Source: an optimization exercise on an open RTL-to-GDS flow (aim: small area and a short achievable clock period). Production flows keep margins and buffers that such runs may drop. No run shown here included a check of the RTL's function; only the layout flow was run. In run 2 the design's own scripts or RTL, not TritonCTS, make the clock network. The flow treats the clock pin as an ideal source. Dropping or thinning the clock tree relies on that and would not hold on a real chip. Power is estimated from default activity; no workload was simulated.

==> flow/design.v, too long to show whole: its modules and the start of the top module <==
// module mul16_top: 15 lines
// module multiplier: 1630 lines
// module mul_fa: 4 lines
module mul16_top(
    input clk,
    input [15:0] a,
    input [15:0] b,
    output reg [31:0] res
);
  // ...
==> flow/flow/run.sh <==
#!/bin/bash
# Own layout flow: the standard ORFS flow (standard.sh), with
#  - port buffers of a small, fast buffer cell instead of the default delay buffer,
#  - clock tree built from one buffer type and without dummy loads.
#  - timing repair aiming for setup slack above a margin, so that the design is sized for
#    the period it can reach rather than left at minimum size by the loose clock.
# Every tool's output goes to standard.log here; ORFS keeps per-step logs in orfs/logs.
set -euo pipefail
cd "$(dirname "$0")/.."
export BUFFER_PORTS_ARGS="-buffer_cell sky130_fd_sc_hd__buf_1"
export CTS_ARGS="-sink_clustering_enable -repair_clock_nets -dont_use_dummy_load -buf_list sky130_fd_sc_hd__clkbuf_8"
export SETUP_SLACK_MARGIN=16.7
bash standard.sh > standard.log 2>&1
==> flow/standard.sh <==
#!/bin/bash
# synth_recipe.tcl (not shown) runs the flow's synth.tcl, then flattens the netlist and writes it again
# the make line also repeats each setting of config.mk as NAME=value (left out here)
make -C /OpenROAD-flow-scripts/flow DESIGN_CONFIG=/design/flow/config.mk WORK_HOME=/design/flow/orfs CLKGATE_MAP_FILE= SYNTH_SCRIPT=/design/flow/synth_recipe.tcl "${@:-finish}"
==> flow/config.mk <==
export PLATFORM = sky130hd
export DESIGN_NAME = mul16_top
export DESIGN_NICKNAME = mul16_top
export VERILOG_FILES = /design/flow/design.v
export SDC_FILE = /design/flow/constraint.sdc
export NUM_CORES = 4
export LEC_CHECK = 0
export CAP_MARGIN = 20
export CORE_MARGIN = 2
export CORE_UTILIZATION = 40
export SLEW_MARGIN = 20
export SYNTH_HIERARCHICAL = 1
==> flow/constraint.sdc <==
create_clock -name core_clock -period 22.0 [get_ports {clk}]
set_input_delay 4.4000 -clock core_clock [delete_from_list [all_inputs] [get_ports {clk}]]
set_output_delay 4.4000 -clock core_clock [all_outputs]
set_load 0.01 [all_outputs]
==> run notes, run 1 <==
Ranked by flip-flop count, first place goes to res. The worst setup slack for register-to-register paths is 16,660 ps. In this run the number of cells on the critical path is 16. Non-clock inverters in the final layout number 6. Summed over the clock group, the power is 0.0000812 W.

The ratio of routed vias to standard cells is 5.24. The most critical setup path has its endpoint at res[25]. In this design, the stage delay of the slowest critical-path cell is 570 ps. The flip-flop count of the largest register, all copies and words added is 32. After the first detailed-routing iteration, the DRC count stood at 304. The critical path starts at b_r[8]. The run finished with no timing, DRC or antenna violations. Among all flip-flop cells after synthesis, the most frequent one is sky130_fd_sc_hd__dfxtp_1. The summed negative setup slack over all endpoints came out at 0 ps. The met1 global-route usage is ~25%. Summing the areas of all fa, ha and maj instances in the mapped netlist gives 58.3% of the synthesized area. The setup-violating endpoint count in the final report is 0.

The area occupied by multi-input gates came out at 6640 um2. The number of buffers outside the clock class in the layout came out at approximately 120. The destination of the worst register-to-register timing path is res[25]. Synthesis handed over a netlist of 755 instances. Static timing analysis puts the maximum clock frequency at 0.187 GHz. The time the final worst path needs with I/O delays and setup is 5340 ps.

The synthesized netlist devotes around 2.4% of its cell area to XOR and XNOR gates. For met3 alone, demand over resource in global routing was 4.28%. The slew of the pin with the lowest slew margin is 493 ps. The worst setup path is captured at a flip-flop.

The worst-case IR drop observed on VDD is 0.188 mV. In this run the remaining antenna-violating nets after routing total 0. The quantity of gates resized following cts is 61. The total length of routed wires is between 20 and 25 mm. The area of the core came out at 19,500 um2. The global routing stage identified its most utilized layer as met2. The internal power summed over all cells is 0.000909 W. The via count of the first global-routing pass was 6,371.
==> run 2, diff against run 1 <==
--- a/flow/design.v
+++ b/flow/design.v
@@ -1171,38 +1171,46 @@
   assign pp249 = ~(a[8] & b[15]);
   assign pp250 = ~(a[9] & b[15]);
   assign pp251 = ~(a[10] & b[15]);
   assign pp252 = ~(a[11] & b[15]);
   assign pp253 = ~(a[12] & b[15]);
   assign pp254 = ~(a[13] & b[15]);
   assign pp255 = ~(a[14] & b[15]);
   assign pp256 = ~(a[15] & b[15]);
-  mul_fa u_s257 (.a(pp104), .b(pp119), .ci(1'b1), .s(s257), .co(c258));
+  mul_xnor u_s257 (.a(pp104), .b(pp119), .y(s257));
+  mul_or u_c258 (.a(pp104), .b(pp119), .y(c258));
   mul_fa u_s259 (.a(pp105), .b(pp120), .ci(pp135), .s(s259), .co(c260));
-  mul_fa u_s261 (.a(pp15), .b(pp150), .ci(1'b1), .s(s261), .co(c262));
+  mul_xnor u_s261 (.a(pp15), .b(pp150), .y(s261));
+  mul_or u_c262 (.a(pp15), .b(pp150), .y(c262));
   mul_fa u_s263 (.a(pp106), .b(pp121), .ci(pp136), .s(s263), .co(c264));
   mul_fa u_s265 (.a(pp151), .b(pp16), .ci(pp166), .s(s265), .co(c266));
-  mul_fa u_s267 (.a(pp181), .b(pp196), .ci(1'b1), .s(s267), .co(c268));
+  mul_xnor u_s267 (.a(pp181), .b(pp196), .y(s267));
+  mul_or u_c268 (.a(pp181), .b(pp196), .y(c268));
   mul_fa u_s269 (.a(pp107), .b(pp122), .ci(pp137), .s(s269), .co(c270));
   mul_fa u_s271 (.a(pp152), .b(pp167), .ci(pp182), .s(s271), .co(c272));
-  mul_fa u_s273 (.a(pp197), .b(pp212), .ci(1'b1), .s(s273), .co(c274));
+  mul_xnor u_s273 (.a(pp197), .b(pp212), .y(s273));
+  mul_or u_c274 (.a(pp197), .b(pp212), .y(c274));
   mul_fa u_s275 (.a(pp108), .b(pp123), .ci(pp138), .s(s275), .co(c276));
   mul_fa u_s277 (.a(pp153), .b(pp168), .ci(pp183), .s(s277), .co(c278));
   mul_fa u_s279 (.a(pp109), .b(pp124), .ci(pp139), .s(s279), .co(c280));
-  mul_fa u_s281 (.a(pp10), .b(pp100), .ci(1'b1), .s(s281), .co(c282));
+  mul_xnor u_s281 (.a(pp10), .b(pp100), .y(s281));
+  mul_or u_c282 (.a(pp10), .b(pp100), .y(c282));
   mul_fa u_s283 (.a(pp101), .b(pp11), .ci(pp116), .s(s283), .co(c284));
-  mul_fa u_s285 (.a(pp131), .b(pp146), .ci(1'b1), .s(s285), .co(c286));
+  mul_xnor u_s285 (.a(pp131), .b(pp146), .y(s285));
+  mul_or u_c286 (.a(pp131), .b(pp146), .y(c286));
   mul_fa u_s287 (.a(pp102), .b(pp117), .ci(pp12), .s(s287), .co(c288));
   mul_fa u_s289 (.a(pp132), .b(pp147), .ci(pp162), .s(s289), .co(c290));
-  mul_fa u_s291 (.a(pp177), .b(pp27), .ci(1'b1), .s(s291), .co(c292));
+  mul_xnor u_s291 (.a(pp177), .b(pp27), .y(s291));
+  mul_or u_c292 (.a(pp177), .b(pp27), .y(c292));
   mul_fa u_s293 (.a(pp103), .b(pp118), .ci(pp13), .s(s293), .co(c294));
   mul_fa u_s295 (.a(pp133), .b(pp148), .ci(pp163), .s(s295), .co(c296));
   mul_fa u_s297 (.a(pp178), .b(pp193), .ci(pp28), .s(s297), .co(c298));
-  mul_fa u_s299 (.a(pp43), .b(pp58), .ci(1'b1), .s(s299), .co(c300));
+  mul_xnor u_s299 (.a(pp43), .b(pp58), .y(s299));
+  mul_or u_c300 (.a(pp43), .b(pp58), .y(c300));
   mul_fa u_s301 (.a(pp134), .b(pp14), .ci(pp149), .s(s301), .co(c302));
   mul_fa u_s303 (.a(pp164), .b(pp179), .ci(pp194), .s(s303), .co(c304));
   mul_fa u_s305 (.a(pp209), .b(pp29), .ci(pp44), .s(s305), .co(c306));
   mul_fa u_s307 (.a(pp59), .b(pp74), .ci(pp89), .s(s307), .co(c308));
   mul_fa u_s309 (.a(pp165), .b(pp180), .ci(pp195), .s(s309), .co(c310));
   mul_fa u_s311 (.a(pp210), .b(pp225), .ci(pp30), .s(s311), .co(c312));
   mul_fa u_s313 (.a(pp45), .b(pp60), .ci(pp75), .s(s313), .co(c314));
   mul_fa u_s315 (.a(pp90), .b(c258), .ci(s261), .s(s315), .co(c316));
@@ -1227,22 +1235,25 @@
   mul_fa u_s353 (.a(pp200), .b(pp215), .ci(pp230), .s(s353), .co(c354));
   mul_fa u_s355 (.a(pp245), .b(pp80), .ci(pp95), .s(s355), .co(c356));
   mul_fa u_s357 (.a(pp111), .b(pp126), .ci(pp141), .s(s357), .co(c358));
   mul_fa u_s359 (.a(pp156), .b(pp171), .ci(pp186), .s(s359), .co(c360));
   mul_fa u_s361 (.a(pp201), .b(pp216), .ci(pp231), .s(s361), .co(c362));
   mul_fa u_s363 (.a(pp112), .b(pp127), .ci(pp142), .s(s363), .co(c364));
   mul_fa u_s365 (.a(pp157), .b(pp172), .ci(pp187), .s(s365), .co(c366));
   mul_fa u_s367 (.a(pp128), .b(pp143), .ci(pp158), .s(s367), .co(c368));
-  mul_fa u_s369 (.a(pp22), .b(pp37), .ci(1'b1), .s(s369), .co(c370));
+  mul_xnor u_s369 (.a(pp22), .b(pp37), .y(s369));
+  mul_or u_c370 (.a(pp22), .b(pp37), .y(c370));
   mul_fa u_s371 (.a(pp113), .b(pp23), .ci(pp38), .s(s371), .co(c372));
-  mul_fa u_s373 (.a(pp53), .b(pp68), .ci(1'b1), .s(s373), .co(c374));
+  mul_xnor u_s373 (.a(pp53), .b(pp68), .y(s373));
+  mul_or u_c374 (.a(pp53), .b(pp68), .y(c374));
   mul_fa u_s375 (.a(pp114), .b(pp129), .ci(pp24), .s(s375), .co(c376));
   mul_fa u_s377 (.a(pp39), .b(pp54), .ci(pp69), .s(s377), .co(c378));
-  mul_fa u_s379 (.a(pp84), .b(pp9), .ci(1'b1), .s(s379), .co(c380));
+  mul_xnor u_s379 (.a(pp84), .b(pp9), .y(s379));
+  mul_or u_c380 (.a(pp84), .b(pp9), .y(c380));
   mul_fa u_s381 (.a(pp115), .b(pp130), .ci(pp145), .s(s381), .co(c382));
   mul_fa u_s383 (.a(pp25), .b(pp40), .ci(pp55), .s(s383), .co(c384));
   mul_fa u_s385 (.a(pp70), .b(pp85), .ci(s281), .s(s385), .co(c386));
   mul_fa u_s387 (.a(pp161), .b(pp26), .ci(pp41), .s(s387), .co(c388));
   mul_fa u_s389 (.a(pp56), .b(pp71), .ci(pp86), .s(s389), .co(c390));
   mul_fa u_s391 (.a(c282), .b(s285), .ci(s283), .s(s391), .co(c392));
   mul_fa u_s393 (.a(pp42), .b(pp57), .ci(pp72), .s(s393), .co(c394));
   mul_fa u_s395 (.a(pp87), .b(c286), .ci(s291), .s(s395), .co(c396));
@@ -1281,19 +1292,21 @@
   mul_fa u_s461 (.a(pp218), .b(pp233), .ci(pp248), .s(s461), .co(c462));
   mul_fa u_s463 (.a(c364), .b(c366), .ci(s367), .s(s463), .co(c464));
   mul_fa u_s465 (.a(pp144), .b(pp159), .ci(pp174), .s(s465), .co(c466));
   mul_fa u_s467 (.a(pp189), .b(pp204), .ci(pp219), .s(s467), .co(c468));
   mul_fa u_s469 (.a(pp234), .b(pp249), .ci(c368), .s(s469), .co(c470));
   mul_fa u_s471 (.a(pp160), .b(pp175), .ci(pp190), .s(s471), .co(c472));
   mul_fa u_s473 (.a(pp205), .b(pp220), .ci(pp235), .s(s473), .co(c474));
   mul_fa u_s475 (.a(pp176), .b(pp191), .ci(pp206), .s(s475), .co(c476));
-  mul_fa u_s477 (.a(pp20), .b(pp35), .ci(1'b1), .s(s477), .co(c478));
+  mul_xnor u_s477 (.a(pp20), .b(pp35), .y(s477));
+  mul_or u_c478 (.a(pp20), .b(pp35), .y(c478));
   mul_fa u_s479 (.a(pp21), .b(pp36), .ci(pp51), .s(s479), .co(c480));
-  mul_fa u_s481 (.a(pp6), .b(pp66), .ci(1'b1), .s(s481), .co(c482));
+  mul_xnor u_s481 (.a(pp6), .b(pp66), .y(s481));
+  mul_or u_c482 (.a(pp6), .b(pp66), .y(c482));
   mul_fa u_s483 (.a(pp52), .b(pp67), .ci(pp7), .s(s483), .co(c484));
   mul_fa u_s485 (.a(pp82), .b(pp97), .ci(s369), .s(s485), .co(c486));
   mul_fa u_s487 (.a(pp8), .b(pp83), .ci(pp98), .s(s487), .co(c488));
   mul_fa u_s489 (.a(c370), .b(s373), .ci(s371), .s(s489), .co(c490));
   mul_fa u_s491 (.a(pp99), .b(c374), .ci(s379), .s(s491), .co(c492));
   mul_fa u_s493 (.a(c372), .b(s375), .ci(s377), .s(s493), .co(c494));
   mul_fa u_s495 (.a(c380), .b(c376), .ci(c378), .s(s495), .co(c496));
   mul_fa u_s497 (.a(s381), .b(s383), .ci(s385), .s(s497), .co(c498));
@@ -1327,17 +1340,18 @@
   mul_fa u_s553 (.a(s467), .b(c464), .ci(s469), .s(s553), .co(c554));
   mul_fa u_s555 (.a(pp250), .b(c466), .ci(c468), .s(s555), .co(c556));
   mul_fa u_s557 (.a(s471), .b(s473), .ci(c470), .s(s557), .co(c558));
   mul_fa u_s559 (.a(pp221), .b(pp236), .ci(pp251), .s(s559), .co(c560));
   mul_fa u_s561 (.a(c472), .b(c474), .ci(s475), .s(s561), .co(c562));
   mul_fa u_s563 (.a(pp192), .b(pp207), .ci(pp222), .s(s563), .co(c564));
   mul_fa u_s565 (.a(pp237), .b(pp252), .ci(c476), .s(s565), .co(c566));
   mul_fa u_s567 (.a(pp208), .b(pp223), .ci(pp238), .s(s567), .co(c568));
-  mul_fa u_s569 (.a(pp19), .b(pp34), .ci(1'b1), .s(s569), .co(c570));
+  mul_xnor u_s569 (.a(pp19), .b(pp34), .y(s569));
+  mul_or u_c570 (.a(pp19), .b(pp34), .y(c570));
   mul_fa u_s571 (.a(pp5), .b(pp50), .ci(pp65), .s(s571), .co(c572));
   mul_fa u_s573 (.a(pp81), .b(c478), .ci(s481), .s(s573), .co(c574));
   mul_fa u_s575 (.a(c482), .b(c480), .ci(s483), .s(s575), .co(c576));
   mul_fa u_s577 (.a(c484), .b(s487), .ci(c486), .s(s577), .co(c578));
   mul_fa u_s579 (.a(c488), .b(s491), .ci(c490), .s(s579), .co(c580));
   mul_fa u_s581 (.a(c492), .b(c494), .ci(s495), .s(s581), .co(c582));
   mul_fa u_s583 (.a(c496), .b(s499), .ci(c498), .s(s583), .co(c584));
   mul_fa u_s585 (.a(c500), .b(s503), .ci(c502), .s(s585), .co(c586));
@@ -1353,17 +1367,18 @@
   mul_fa u_s605 (.a(c540), .b(s543), .ci(s545), .s(s605), .co(c606));
   mul_fa u_s607 (.a(s547), .b(c544), .ci(c546), .s(s607), .co(c608));
   mul_fa u_s609 (.a(c548), .b(s551), .ci(c550), .s(s609), .co(c610));
   mul_fa u_s611 (.a(c552), .b(s555), .ci(s557), .s(s611), .co(c612));
   mul_fa u_s613 (.a(s559), .b(c556), .ci(s561), .s(s613), .co(c614));
   mul_fa u_s615 (.a(c560), .b(s563), .ci(c562), .s(s615), .co(c616));
   mul_fa u_s617 (.a(pp253), .b(c564), .ci(s567), .s(s617), .co(c618));
   mul_fa u_s619 (.a(pp224), .b(pp239), .ci(pp254), .s(s619), .co(c620));
-  mul_fa u_s621 (.a(pp18), .b(pp3), .ci(1'b1), .s(s621), .co(c622));
+  mul_xnor u_s621 (.a(pp18), .b(pp3), .y(s621));
+  mul_or u_c622 (.a(pp18), .b(pp3), .y(c622));
   mul_fa u_s623 (.a(pp4), .b(pp49), .ci(s569), .s(s623), .co(c624));
   mul_fa u_s625 (.a(c570), .b(s477), .ci(s571), .s(s625), .co(c626));
   mul_fa u_s627 (.a(c572), .b(s479), .ci(s573), .s(s627), .co(c628));
   mul_fa u_s629 (.a(c574), .b(s485), .ci(s575), .s(s629), .co(c630));
   mul_fa u_s631 (.a(c576), .b(s489), .ci(s577), .s(s631), .co(c632));
   mul_fa u_s633 (.a(s493), .b(c578), .ci(s579), .s(s633), .co(c634));
   mul_fa u_s635 (.a(s497), .b(c580), .ci(s581), .s(s635), .co(c636));
   mul_fa u_s637 (.a(c582), .b(s501), .ci(s583), .s(s637), .co(c638));
@@ -1643,8 +1658,14 @@
   assign res[29] = ~(p736 ^ G894);
   assign res[30] = ~(p738 ^ G896);
   assign res[31] = ~(p740 ^ G898);
 endmodule
 module mul_fa(input a, input b, input ci, output s, output co);
   assign s = a ^ b ^ ci;
   assign co = (a & b) | (a & ci) | (b & ci);
 endmodule
+module mul_xnor(input a, input b, output y);
+  assign y = ~(a ^ b);
+endmodule
+module mul_or(input a, input b, output y);
+  assign y = a | b;
+endmodule
==> flow/flow/run.sh (replaced) <==
#!/bin/bash
# Own layout flow: the standard ORFS flow (standard.sh), with
#  - port buffers of a small, fast buffer cell instead of the default delay buffer;
#  - the clock tree rebuilt after CTS as one level of four buffers driven by the clock
#    port (flatten_clock_core.tcl), which shortens the clock's insertion delay for all
#    registers alike;
#  - after that, and after global routing, timing repair aiming for setup slack above a
#    margin, so that the design is sized for the period it can reach rather than left at
#    minimum size by the loose clock.
# make's output goes to standard.log here; ORFS keeps each step's log in orfs/logs.
set -euo pipefail
cd "$(dirname "$0")/.."
export FLOW_DIR_OWN="$PWD/flow"
export FLOW_SETUP_MARGIN=0
export FLOW_IN_REG_CELL=sky130_fd_sc_hd__dfxtp_4
export BUFFER_PORTS_ARGS="-buffer_cell sky130_fd_sc_hd__buf_1"
export CTS_ARGS="-sink_clustering_enable -repair_clock_nets -dont_use_dummy_load -buf_list sky130_fd_sc_hd__clkbuf_8"
export POST_CTS_TCL="$PWD/flow/flatten_clock_post.tcl"
export PRE_GLOBAL_ROUTE_TCL="$PWD/flow/grt_margin.tcl"
bash standard.sh > standard.log 2>&1
==> flow/flow/flatten_clock_core.tcl (new file) <==
# Rebuild the clock tree that CTS made as a single level: the clock port drives
# NLEAF clock buffers directly, each driving the registers of one region of the
# core. This removes the root buffer level and so the clock's insertion delay
# (it does not skew registers against each other: all go through one buffer).
set nleaf 4
set bufcell sky130_fd_sc_hd__clkbuf_16
set block [ord::get_db_block]
set clknet [$block findNet clk]
# every register clock pin (sink) of the tree, and every clock-tree buffer
set sinks {}
set bufs {}
set todo [list $clknet]
while {[llength $todo]} {
  set net [lindex $todo 0]
  set todo [lrange $todo 1 end]
  foreach it [$net getITerms] {
    if {![$it isInputSignal] && [$it getIoType] ne "INPUT"} { continue }
    set inst [$it getInst]
    set m [[$inst getMaster] getName]
    if {[string match "sky130_fd_sc_hd__clkbuf*" $m] || [string match "sky130_fd_sc_hd__clkinv*" $m] || [string match "sky130_fd_sc_hd__buf*" $m]} {
      if {[lsearch -exact $bufs $inst] < 0} {
        lappend bufs $inst
        foreach o [$inst getITerms] {
          if {[$o isOutputSignal]} { lappend todo [$o getNet] }
        }
      }
    } else {
      lappend sinks $it
    }
  }
}
puts "flatten_clock: [llength $sinks] sinks, [llength $bufs] buffers"
# split the sinks into nleaf groups: halves by x, then each half by y
proc loc {it} {
  set b [[$it getInst] getBBox]
  return [list [expr {([$b xMin] + [$b xMax]) / 2}] [expr {([$b yMin] + [$b yMax]) / 2}]]
}
proc split_by {items idx} {
  set s [lsort -real -index 1 [lmap it $items {list $it [lindex [loc $it] $idx]}]]
  set n [expr {[llength $s] / 2}]
  return [list [lmap p [lrange $s 0 [expr {$n - 1}]] {lindex $p 0}] [lmap p [lrange $s $n end] {lindex $p 0}]]
}
set groups {}
foreach half [split_by $sinks 0] {
  foreach q [split_by $half 1] { lappend groups $q }
}
# remove the old tree
foreach inst $bufs {
  foreach o [$inst getITerms] {
    if {[$o isOutputSignal]} {
      set n [$o getNet]
      foreach it [$n getITerms] { $it disconnect }
      odb::dbNet_destroy $n
    }
  }
  odb::dbInst_destroy $inst
}
# one buffer per group, at the group's centre
set master [[ord::get_db] findMaster $bufcell]
set k 0
foreach g $groups {
  set sx 0; set sy 0
  foreach it $g { lassign [loc $it] x y; incr sx $x; incr sy $y }
  set cx [expr {$sx / [llength $g]}]; set cy [expr {$sy / [llength $g]}]
  set inst [odb::dbInst_create $block $master "clkbuf_leaf_$k"]
  set net [odb::dbNet_create $block "clknet_leaf_$k"]
  $net setSigType CLOCK
  [$inst findITerm A] connect $clknet
  [$inst findITerm X] connect $net
  foreach it $g { $it connect $net }
  $inst setLocation $cx $cy
  $inst setPlacementStatus PLACED
  puts "flatten_clock: clkbuf_leaf_$k drives [llength $g] sinks"
  incr k
}
==> flow/flow/flatten_clock_post.tcl (new file) <==
source $::env(FLOW_DIR_OWN)/flatten_clock_core.tcl
if {[info exists ::env(FLOW_IN_REG_CELL)] && $::env(FLOW_IN_REG_CELL) ne ""} {
  foreach inst [get_cells {a_r* b_r*}] {
    replace_cell $inst $::env(FLOW_IN_REG_CELL)
  }
}
detailed_placement
estimate_parasitics -placement
# size the design for the period it can reach: repair setup against a margin
set ::env(SETUP_SLACK_MARGIN) $::env(FLOW_SETUP_MARGIN)
repair_timing_helper
detailed_placement
check_placement -verbose
==> flow/flow/grt_margin.tcl (new file) <==
# the global-route stage's timing repair uses the same setup margin as after CTS
set ::env(SETUP_SLACK_MARGIN) $::env(FLOW_SETUP_MARGIN)
==> flow/config.mk (replaced) <==
export PLATFORM = sky130hd
export DESIGN_NAME = mul16_top
export DESIGN_NICKNAME = mul16_top
export VERILOG_FILES = /design/flow/design.v
export SDC_FILE = /design/flow/constraint.sdc
export NUM_CORES = 4
export LEC_CHECK = 0
export CAP_MARGIN = 20
export CORE_MARGIN = 2
export CORE_UTILIZATION = 55
export SLEW_MARGIN = 20
export SYNTH_HIERARCHICAL = 1
==> run 2 against run 1 <==
Worst hold slack lost 57 ps. Still clean. Sequential cell count is the same. Synthesized cell count is 1.9% higher. Routed wire length shrank 3.6%. Total power is 19% lower. Core utilization increased by 13 points. Setup slack worse by 640 ps. Synthesized area down 0.99%. Critical path type unchanged. Final cell count shrank 13%. Die area shrank 27%.
==> run notes, run 2 <==
The total length of routed wires is 19.9 mm (-3.6%). The startpoint class of the critical path is a flip-flop. The total via count after detailed routing is 5,484. The number of max-cap violations came out at 0. The mean instance size in the synthesized netlist came out at 10.3 um2. The setup-violating endpoint count in the final report was 0 (unchanged). The initial utilization of the core area, before any placement, comes to ~57%.

The floorplan step defined a die boundary enclosing around 15,000 um2. In the finished design, the share of the clock period the worst path needs comes to 27.2%. The clock network latency to the later pin of the worst-skew pair is approximately 150 ps. The ratio of routed vias to standard cells came to 5.74 (+9.5%).

Setup slack on the critical path of the routed design comes to about 16,000 ps. The remaining number of nets flagged by the antenna check after routing came out at 0 (unchanged). The worst-case hold slack came out at 631 ps. The proportion of register bits with asynchronous set or reset after synthesis is 0%. The flip-flop count of the largest register, all copies and words added came out at 32 (unchanged). The floorplan step set the die width to between 100 and 150 um.

The cell area power density is 167 nW/um2. Summed over all layers, the global routing overflow is 0. The placed instances occupy a cell area of 8140 um2. Leaving out fill and tap cells, the most frequent cell in the layout is sky130_fd_sc_hd__nand2_1.

The maximum ir drop on the vdd rail came out at 0.189 mV (+0.41%). The count of nets after finishing came out at 1,040. The overall track demand over capacity in global routing is 29.0%. The final RePlAce weighted congestion came out at 0.883.

After detailed routing, the average wire length per cell comes to between 20 and 25 um. The element type at the critical path end is a flip-flop. The startpoint of the most critical hold path is b_r[0].

The initial antenna violation count is 0. The total number of clock tree sinks is 64. The largest fanout on the critical path is 16.

The most common cell in the synthesized netlist is sky130_fd_sc_hd__nand2_1. From synthesis to final layout, the design area changed by 5.68%. The worst slew slack as a fraction of its limit is slightly below 60%. The clock skew after layout is 11.9 ps. The post-synthesis instance total came out at 769 (+1.9%). The time the final worst path needs with I/O delays and setup came to 5990 ps (+644 ps). The HPWL reported at the end of detailed placement is roughly 15 mm. The maximum frequency from static timing analysis came out at 0.167 GHz (-11%).

The fraction of final layout cells sized beyond drive strength 1 came out at between 5 and 6%. The data arrival time of the critical path came out at 6040 ps. Buffers placed on the I/O ports in this run total 64.

The critical path data required time came out at 22,050 ps. The total of fill cells in the finished design is around 1.2k. The area of the core is 14,000 um2 (-28%). In this run, synthesis inferred 0 flip-flops with an integrated enable. The fraction of post-synthesis cell area in the top cell type by area came out at 50.4%.

The synthesized design spends more area on one cell type than any other, namely sky130_fd_sc_hd__fa_1. The leakage component of the power is about 2.9 nW. The slew of the pin with the lowest slew margin is 605 ps (+112 ps). The number of detailed-route iterations in the first pass came out at 6. In this run the worst setup path begins at a_r[9].

The number of placement rows is 43. The most frequent cell on the critical path is sky130_fd_sc_hd__fa_1. The clock-pin slew on the worst setup and hold paths came out at 70 ps. 0 antenna diodes ended up in the layout. Setup repair after global routing left no endpoint under its margin. The number of violations reported at the end of detailed-routing iteration 0 is 375 (+23%). The area of the mapped netlist is a little under 8000 um2.

The final standard cell utilization of the core came out at 59.7%. Ranked by total cell area, the synthesized netlist is headed by sky130_fd_sc_hd__fa_1 (50%), sky130_fd_sc_hd__dfxtp_1 (16%), sky130_fd_sc_hd__nand2_1 (12%). In the layout the commonest cells are sky130_fd_sc_hd__nand2_1 (261), sky130_fd_sc_hd__fa_1 (199), sky130_fd_sc_hd__buf_1 (64). More flip-flops sit in one register than any other, and that register is res. The wire length of the first global-routing pass is roughly 33 mm.

The die is 124 um tall. The number of endpoints with negative hold slack in the final report came out at 0. The run finished with no timing, DRC or antenna violations.

The number of placed I/O pins is 65. The warning count from the yosys run came out at 7. The total count of max-transition violations in the final report came to 0. The via count of the first global-routing pass is 6,244 (-2.0%). Counting flops and latches in the post-synthesis netlist gives 64. In the final layout, the registers with the most flip-flops are res (32), a_r (16), b_r (16). The most used flip-flop cell after synthesis is sky130_fd_sc_hd__dfxtp_1. The number of library cell types mapped by synthesis came out at 43. The setup path with the least slack is of type flip-flop to flip-flop. The summed negative setup slack over all endpoints is 0 ps (unchanged). The worst slack after detailed placement is 15,690 ps. The maximum number of pins on one net before global-route repair is 17.

The finished cells cover 8360 um2. The slowest library cell on the worst path is sky130_fd_sc_hd__fa_1. Traced cell by cell, the critical path runs through nand2_1 -> fa_1 -> fa_1 -> fa_1 -> fa_1 -> fa_1 -> fa_1 -> ha_1 -> nand3_1 -> nor3b_1 -> nand3_1 -> a211oi_1 -> or2_1 -> and3b_1 -> a311oi_1. The sequential fraction of the synthesis area is 16.2%. The number of DRC violations after detailed routing came out at 0.

In this run the critical register-to-register path is launched from a_r[9]. The worst hold path belongs to the class flip-flop to flip-flop. Sorting the synthesized cells by how often they occur yields sky130_fd_sc_hd__nand2_1 (261), sky130_fd_sc_hd__fa_1 (199), sky130_fd_sc_hd__dfxtp_1 (64). The maximum cell stage delay along the critical path is 560 ps (about the same).
-- run 2: cell count changes in the layout (fill, tap and decap cells not counted), moves of 11 or more --
cell                      before  now
sky130_fd_sc_hd__buf_4        48    2
sky130_fd_sc_hd__conb_1       15    0
sky130_fd_sc_hd__dfxtp_2      12    0
sky130_fd_sc_hd__dfxtp_4      19   32
sky130_fd_sc_hd__fa_1        210  199
sky130_fd_sc_hd__or2_1         0   16
sky130_fd_sc_hd__xnor2_1      12   28
-- run 2: path summary, 6_finish.rpt --
check | to | slack [ps] | depth (start not counted)
worst min-delay path | res[0] | 630 | 1
worst max register to register | res[28] | 16010 | 15
worst max-delay path | res[28] | 16010 | 15
worst min register to register | res[0] | 630 | 1
-- run 2: routing by layer --
| layer | track usage (%) | share of wire (%) | vias to the layer above |
|---|---|---|---|
| li1 | - | - | 2391 |
| met4 | 11.7 | 3.8 | 0 |
| met3 | 5.17 | 5.6 | 51 |
| met5 | 0 | 0 | - |
| met1 | 34.3 | 37 | 2829 |
| met2 | 52.3 | 54 | 213 |
-- run 2: logic make-up after synthesis --
kind of cell	share of synthesized area, %
buffers and inverters	3.46
DFF	16.2
and+or+nand+nor	16.3
AOI/OAI and AO/OA	4.71
xor gates and xnor gates	4.10
adders and majority gates	55.1
muxes	0.127
-- run 2: per-stage QoR --
stage               power, W  std cells
floorplan            0.00108        769
global placement     0.00131        952
detailed placement   0.00133        952
global route         0.00155        956
finish               0.00139        956
-- run 2: per-module statistics from Yosys (local to each module, per instance) --
module      times used  cell area (um2)  cells inside  flops+latches
mul16_top            1             1280            64             64
mul_or              15             6.26             1              0
mul_xnor            15             8.76             1              0
mul_fa             195             20.0             1              0
multiplier           1             2500           480              0
-- run 2: final cells by class --
type,count,area (um2),share of cell area (%)
inverter,6,22.5,0.269
buffer,4,100,1.20
multi-input combinational,636,6350,76.0
timing repair buffer,66,255,3.05
tap,180,225,2.69
sequential,64,1400,16.8
-- run 2: power breakdown --
group	switching [W]	internal [W]	total, W
logic	0.000622	0.000511	0.00113
clock network	0.0000323	0.0000329	0.0000652
registers	0.0000242	0.000169	0.000194
-- run 2: critical path, delay by kind of cell, from the launching register on --
kind / cells / cell delay [ps]
AND/OR/NAND/NOR: 6 / 1460
AO/OA/AOI/OAI: 2 / 750
adder cells (fa/ha/maj): 7 / 3210
flip-flops: 1 / 470

## afterwards: timing with drivers on the ports
No port has a modelled driver above. Below, the same layouts with a new extraction and two added sets of constraints.
Step 1 (the two cells are an assumption about what drives the block):
set clk [get_ports {clk}]
set_driving_cell -lib_cell sky130_fd_sc_hd__clkbuf_16 $clk
set_driving_cell -lib_cell sky130_fd_sc_hd__buf_2 [delete_from_list [all_inputs] $clk]
Step 2 times the ports against the registers' clock, not the clock port: input delays grow and output delays shrink by t, the midpoint of the rising clock arrivals with the driver on.
Slacks: no drivers / after step 1 / after step 2; pairs: no drivers / after step 1.
run	shift t [ns]	setup WS [ns]	latest minus earliest clock arrival (ns)	worst register clock-pin slew, ns
run 1	0.394	16.657 / 16.657 / 16.657	0.027 / 0.028	0.08 / 0.08
run 2	0.239	16.013 / 16.013 / 16.013	0.013 / 0.013	0.08 / 0.08
After both steps every run listed still meets setup and hold.
